Background: an optimization exercise with open tools, aiming at small area. Do not read the settings as production practice.
Only simulation tests tie the RTL to the original design; equivalence was not proved.
Power and IR drop assume default switching activity.

// cpu
module cpu (
  input  wire        clk,
  input  wire        reset,
  input  wire [31:0] mem_rdata,
  output wire [31:0] mem_addr,
  output wire [31:0] mem_wdata,
  output wire        mem_we
);
export LEC_CHECK = 0
export CAP_MARGIN = 30
export CORE_MARGIN = 2
export CORE_UTILIZATION = 55
export GPL_TIMING_DRIVEN = 0
export SETUP_SLACK_MARGIN = 1.0
export SLEW_MARGIN = 30
create_clock -name core_clock -period 20.0 [get_ports {clk}]
standard.sh (not shown) runs the stock make flow with config.mk's settings and CLKGATE_MAP_FILE= SYNTH_SCRIPT=/design/flow/synth_recipe.tcl, a recipe that flattens the netlist after the stock synthesis.
==> flow/flow/run.sh <==
#!/bin/bash
# Own layout flow: the standard ORFS flow (standard.sh) with these changes to how the
# layout is made:
#  1. after the standard synthesis, its combinational cells are mapped again (for area, then
#     buffered and sized by ABC for the clock period) by
#     Yosys/ABC (flow/resyn.tcl); the flip-flops, their names and cell types are kept
#  2. CTS with larger sink clusters and without dummy loads
#  3. the port buffers are sky130_fd_sc_hd__buf_1
#  4. a fanout limit of 16 for the placement repair (flow/pre_resize.tcl)
# Each tool's full output goes to its own log in this folder (ORFS steps: orfs/logs/).
set -euo pipefail
PLAT=${FLOW_PLATFORM:-sky130hd}
TOP=${FLOW_TOP:-cpu}
R=orfs/results/$PLAT/cpu/base
LIB=$FLOW_HOME/platforms/$PLAT/lib/sky130_fd_sc_hd__tt_025C_1v80.lib
export CTS_ARGS="-sink_clustering_enable -repair_clock_nets -dont_use_dummy_load -sink_clustering_size 20 -sink_clustering_max_diameter 100"
export BUFFER_PORTS_ARGS="-buffer_cell sky130_fd_sc_hd__buf_1"
export PRE_RESIZE_TCL="$PWD/flow/pre_resize.tcl"

# 1. standard synthesis
bash standard.sh "$PWD/$R/1_2_yosys.v" > make_synth.log 2>&1
cp "$R/1_2_yosys.v" standard_1_2_yosys.v

# 2. area re-mapping of the combinational logic
printf "set_driving_cell sky130_fd_sc_hd__buf_1\nset_load 5\n" > abc.constr
python3 flow/genmodels.py "$LIB" cell_models.v > genmodels.log 2>&1
DONT_USE=$(python3 - "$FLOW_HOME/platforms/$PLAT/config.mk" <<'PY'
import re, sys
t = open(sys.argv[1]).read()
i = t.index('DONT_USE_CELLS')
print(' '.join(re.findall(r'sky130_fd_sc_hd__\w+', t[i:t.index('\n#', i)])))
PY
)
YOSYS=$(command -v yosys || echo "$FLOW_HOME/../tools/install/yosys/bin/yosys")
RESYN_LIB="$LIB" RESYN_DONT_USE="$DONT_USE" RESYN_MODELS=cell_models.v \
RESYN_IN=standard_1_2_yosys.v RESYN_TOP="$TOP" RESYN_STAT=resyn_stat.txt RESYN_OUT=resyn_1_2_yosys.v \
RESYN_ABC="+strash;&get -n;&deepsyn -T 60;&dch -f;&nf -R 1000;&put;topo;stime -c;buffer -c -N 16;upsize -c;dnsize -c;" \
RESYN_ABC_EXTRA="-D 20000 -constr $PWD/abc.constr" \
  "$YOSYS" -c flow/resyn.tcl > resyn.log 2>&1
cp resyn_1_2_yosys.v "$R/1_2_yosys.v"
touch "$R/1_2_yosys.v"

# 3. the rest of the standard flow, from the re-mapped netlist
bash standard.sh > make_finish.log 2>&1
Other scripts of this flow, unchanged in this note and not shown: flow/flow/genmodels.py, flow/flow/pre_resize.tcl, flow/flow/resyn.tcl
==> next run, changes <==
Settings changed: CAP_MARGIN 30 to 10, CORE_UTILIZATION 55 to 60, SLEW_MARGIN 30 to 10.
The new run completed, yet does not pass: max-capacitance violations, max-slew violations.
Total power went up by 6.5%.
Flip-flop and latch count does not change.
Via count climbs by 9.1%.
Setup slack got worse by 0.71 ns.
Cell count drops by 1.2%.
Global-route usage goes up by 8.2 points.
Synthesized area is about the same.
Utilization goes up by 6.5 points.
Non-clock buffer count went up by 35.
Cell area rises by 0.97%.
Routed wire length went up by 10%.


Setup of north:
cpu again, from the RTL that the note above started with.
// cpu
module cpu (
  input  wire        clk,
  input  wire        reset,
  input  wire [31:0] mem_rdata,
  output wire [31:0] mem_addr,
  output wire [31:0] mem_wdata,
  output wire        mem_we
);
  localparam [4:0]
    S_RST  = 5'd0,  S_RST2 = 5'd1,
    S_F1   = 5'd2,  S_F2   = 5'd3,  S_F3  = 5'd4,  S_F4  = 5'd5,
    S_I0   = 5'd6,
    S_AD1  = 5'd7,  S_AD2  = 5'd8,  S_PREX = 5'd9,
    S_EXA  = 5'd10, S_EXB  = 5'd11, S_EXC = 5'd12,
    S_W1   = 5'd13, S_P1   = 5'd14,
    S_XC1  = 5'd15, S_XC2  = 5'd16,
    S_SH1  = 5'd17, S_SH2  = 5'd18, S_SH3 = 5'd19,
    S_MD   = 5'd20, S_MDL  = 5'd21,
    S_CB1  = 5'd22, S_CB2  = 5'd23,
    S_L1   = 5'd24, S_L2   = 5'd25, S_L3  = 5'd26,
    S_SW1  = 5'd27, S_SR4  = 5'd28, S_SR5 = 5'd29, S_F1S = 5'd30;
  reg  [4:0]  state;
  reg  [4:0]  cnt;
  reg  [1:0]  exv;        
  reg         taken;      
  reg         bq;         
  reg  [31:0] PC, EPC, IR, B, HI, LO;
  wire rst = reset | (state == S_RST);
  wire [5:0] op = IR[31:26];
  wire [5:0] fn = IR[5:0];
  wire [4:0] rs = IR[25:21];
  wire [4:0] rt = IR[20:16];
  wire [4:0] rd = IR[15:11];
  wire       r  = (op == 6'h00);
  wire i_add   = r & (fn == 6'h20);
  wire i_and   = r & (fn == 6'h24);
  wire i_div   = r & (fn == 6'h1a);
  wire i_mult  = r & (fn == 6'h18);
  wire i_jr    = r & (fn == 6'h08);
  wire i_mfhi  = r & (fn == 6'h10);
  wire i_mflo  = r & (fn == 6'h12);
  wire i_sll   = r & (fn == 6'h00);
  wire i_sllv  = r & (fn == 6'h04);
  wire i_slt   = r & (fn == 6'h2a);
  wire i_sra   = r & (fn == 6'h03);
  wire i_srav  = r & (fn == 6'h07);
  wire i_srl   = r & (fn == 6'h02);
  wire i_sub   = r & (fn == 6'h22);
  wire i_break = r & (fn == 6'h0d);
  wire i_rte   = r & (fn == 6'h13);
  wire i_xchg  = r & (fn == 6'h05);
  wire i_addi  = (op == 6'h08);
  wire i_addiu = (op == 6'h09);
  wire i_br    = (op[5:2] == 4'b0001);           
  ...
export LEC_CHECK = 0
export CAP_MARGIN = 15
export CORE_MARGIN = 2
export CORE_UTILIZATION = 55
export GPL_TIMING_DRIVEN = 0
export SETUP_SLACK_MARGIN = 1.5
export SLEW_MARGIN = 15
create_clock -name core_clock -period 20.0 [get_ports {clk}]
==> flow/flow/run.sh <==
#!/bin/bash
# Own layout flow: the standard ORFS flow (standard.sh) with these changes to how the
# layout is made:
#  1. after the standard synthesis, its combinational cells are mapped again (for area, then
#     buffered and sized by ABC for the clock period) by
#     Yosys/ABC (flow/resyn.tcl); the flip-flops, their names and cell types are kept
#  2. CTS without dummy loads
#  3. the port buffers are sky130_fd_sc_hd__buf_1
#  4. a fanout limit of 16 for the placement repair (flow/pre_resize.tcl)
# Each tool's full output goes to its own log in this folder (ORFS steps: orfs/logs/).
set -euo pipefail
PLAT=${FLOW_PLATFORM:-sky130hd}
TOP=${FLOW_TOP:-cpu}
R=orfs/results/$PLAT/cpu/base
LIB=$FLOW_HOME/platforms/$PLAT/lib/sky130_fd_sc_hd__tt_025C_1v80.lib
export CTS_ARGS="-sink_clustering_enable -repair_clock_nets -dont_use_dummy_load"
export BUFFER_PORTS_ARGS="-buffer_cell sky130_fd_sc_hd__buf_1"
export PRE_RESIZE_TCL="$PWD/flow/pre_resize.tcl"

# 1. standard synthesis
bash standard.sh "$PWD/$R/1_2_yosys.v" > make_synth.log 2>&1
cp "$R/1_2_yosys.v" standard_1_2_yosys.v

# 2. area re-mapping of the combinational logic
printf "set_driving_cell sky130_fd_sc_hd__buf_1\nset_load 5\n" > abc.constr
python3 flow/genmodels.py "$LIB" cell_models.v > genmodels.log 2>&1
DONT_USE=$(python3 - "$FLOW_HOME/platforms/$PLAT/config.mk" <<'PY'
import re, sys
t = open(sys.argv[1]).read()
i = t.index('DONT_USE_CELLS')
print(' '.join(re.findall(r'sky130_fd_sc_hd__\w+', t[i:t.index('\n#', i)])))
PY
)
YOSYS=$(command -v yosys || echo "$FLOW_HOME/../tools/install/yosys/bin/yosys")
RESYN_LIB="$LIB" RESYN_DONT_USE="$DONT_USE" RESYN_MODELS=cell_models.v \
RESYN_IN=standard_1_2_yosys.v RESYN_TOP="$TOP" RESYN_STAT=resyn_stat.txt RESYN_OUT=resyn_1_2_yosys.v \
RESYN_ABC="+strash;&get -n;&deepsyn -T 60;&dch -f;&nf -R 1000;&put;topo;stime -c;buffer -c -N 16;upsize -c;dnsize -c;" \
RESYN_ABC_EXTRA="-D 20000 -constr $PWD/abc.constr" \
  "$YOSYS" -c flow/resyn.tcl > resyn.log 2>&1
cp resyn_1_2_yosys.v "$R/1_2_yosys.v"
touch "$R/1_2_yosys.v"

# 3. the rest of the standard flow, from the re-mapped netlist
bash standard.sh > make_finish.log 2>&1
Other scripts of this flow, unchanged in this note and not shown: flow/flow/genmodels.py, flow/flow/pre_resize.tcl, flow/flow/resyn.tcl
[inputs] south vs north
diff --git a/flow/flow/run.sh b/flow/flow/run.sh
--- a/flow/flow/run.sh
+++ b/flow/flow/run.sh
@@ -7 +7 @@
-#  2. CTS without dummy loads
+#  2. CTS with larger sink clusters and without dummy loads
@@ -16 +16 @@
-export CTS_ARGS="-sink_clustering_enable -repair_clock_nets -dont_use_dummy_load"
+export CTS_ARGS="-sink_clustering_enable -repair_clock_nets -dont_use_dummy_load -sink_clustering_size 20 -sink_clustering_max_diameter 100"
==> comparison <==
- Going from north to south, worst hold-check slack increased by 0.060 ns relative to the old numbers; share of the final layout cell area in sequential cells +1.1 points; clock insertion delay at the later pin of the skew report dropped 0.07 ns.
- Wire length reported by the detailed router was lower in the run labelled south.
- Total number of nets in the final design on south is down relative to north.
- Comparing south and north, total power is higher on north.
- Between south and north, area growth from synthesis to layout is lower for south, north comes in above that.
- Post-route cell area: south vs north down about 1.8%
- | clock skew | north vs south | ≈ equal |

-- separate check: timing with driven ports --
Ports are ideal in the flow. The routed layouts listed here were re-timed in OpenROAD. Step 1, drivers: a clkbuf_16 drives clk and a buf_2 each remaining input, both assumed. Step 2 moves the port delays by t, midway between the first and last clock arrival at a register: inputs arrive t later, outputs are due t later. That takes back most of the time a late clock gives input paths. Three values: no drivers, after step 1, after step 2; two values: the first two.
run | t, ns | setup WS [ns] | worst setup path after step 2 | worst register clock-pin slew, ns | worst slew at a driven data input, ns
the first run of note 1 | 0.732 | 1.977 / 1.902 / 2.634 | register to output | 0.11 / 0.11 | 0.04
the second run of note 1 | 0.764 | 1.262 / 1.185 / 1.949 | register to output | 0.11 / 0.11 | 0.05
north | 0.777 | 1.897 / 1.823 / 2.600 | register to output | 0.07 / 0.07 | 0.07
south | 0.711 | 1.991 / 1.913 / 2.623 | register to output | 0.10 / 0.10 | 0.07
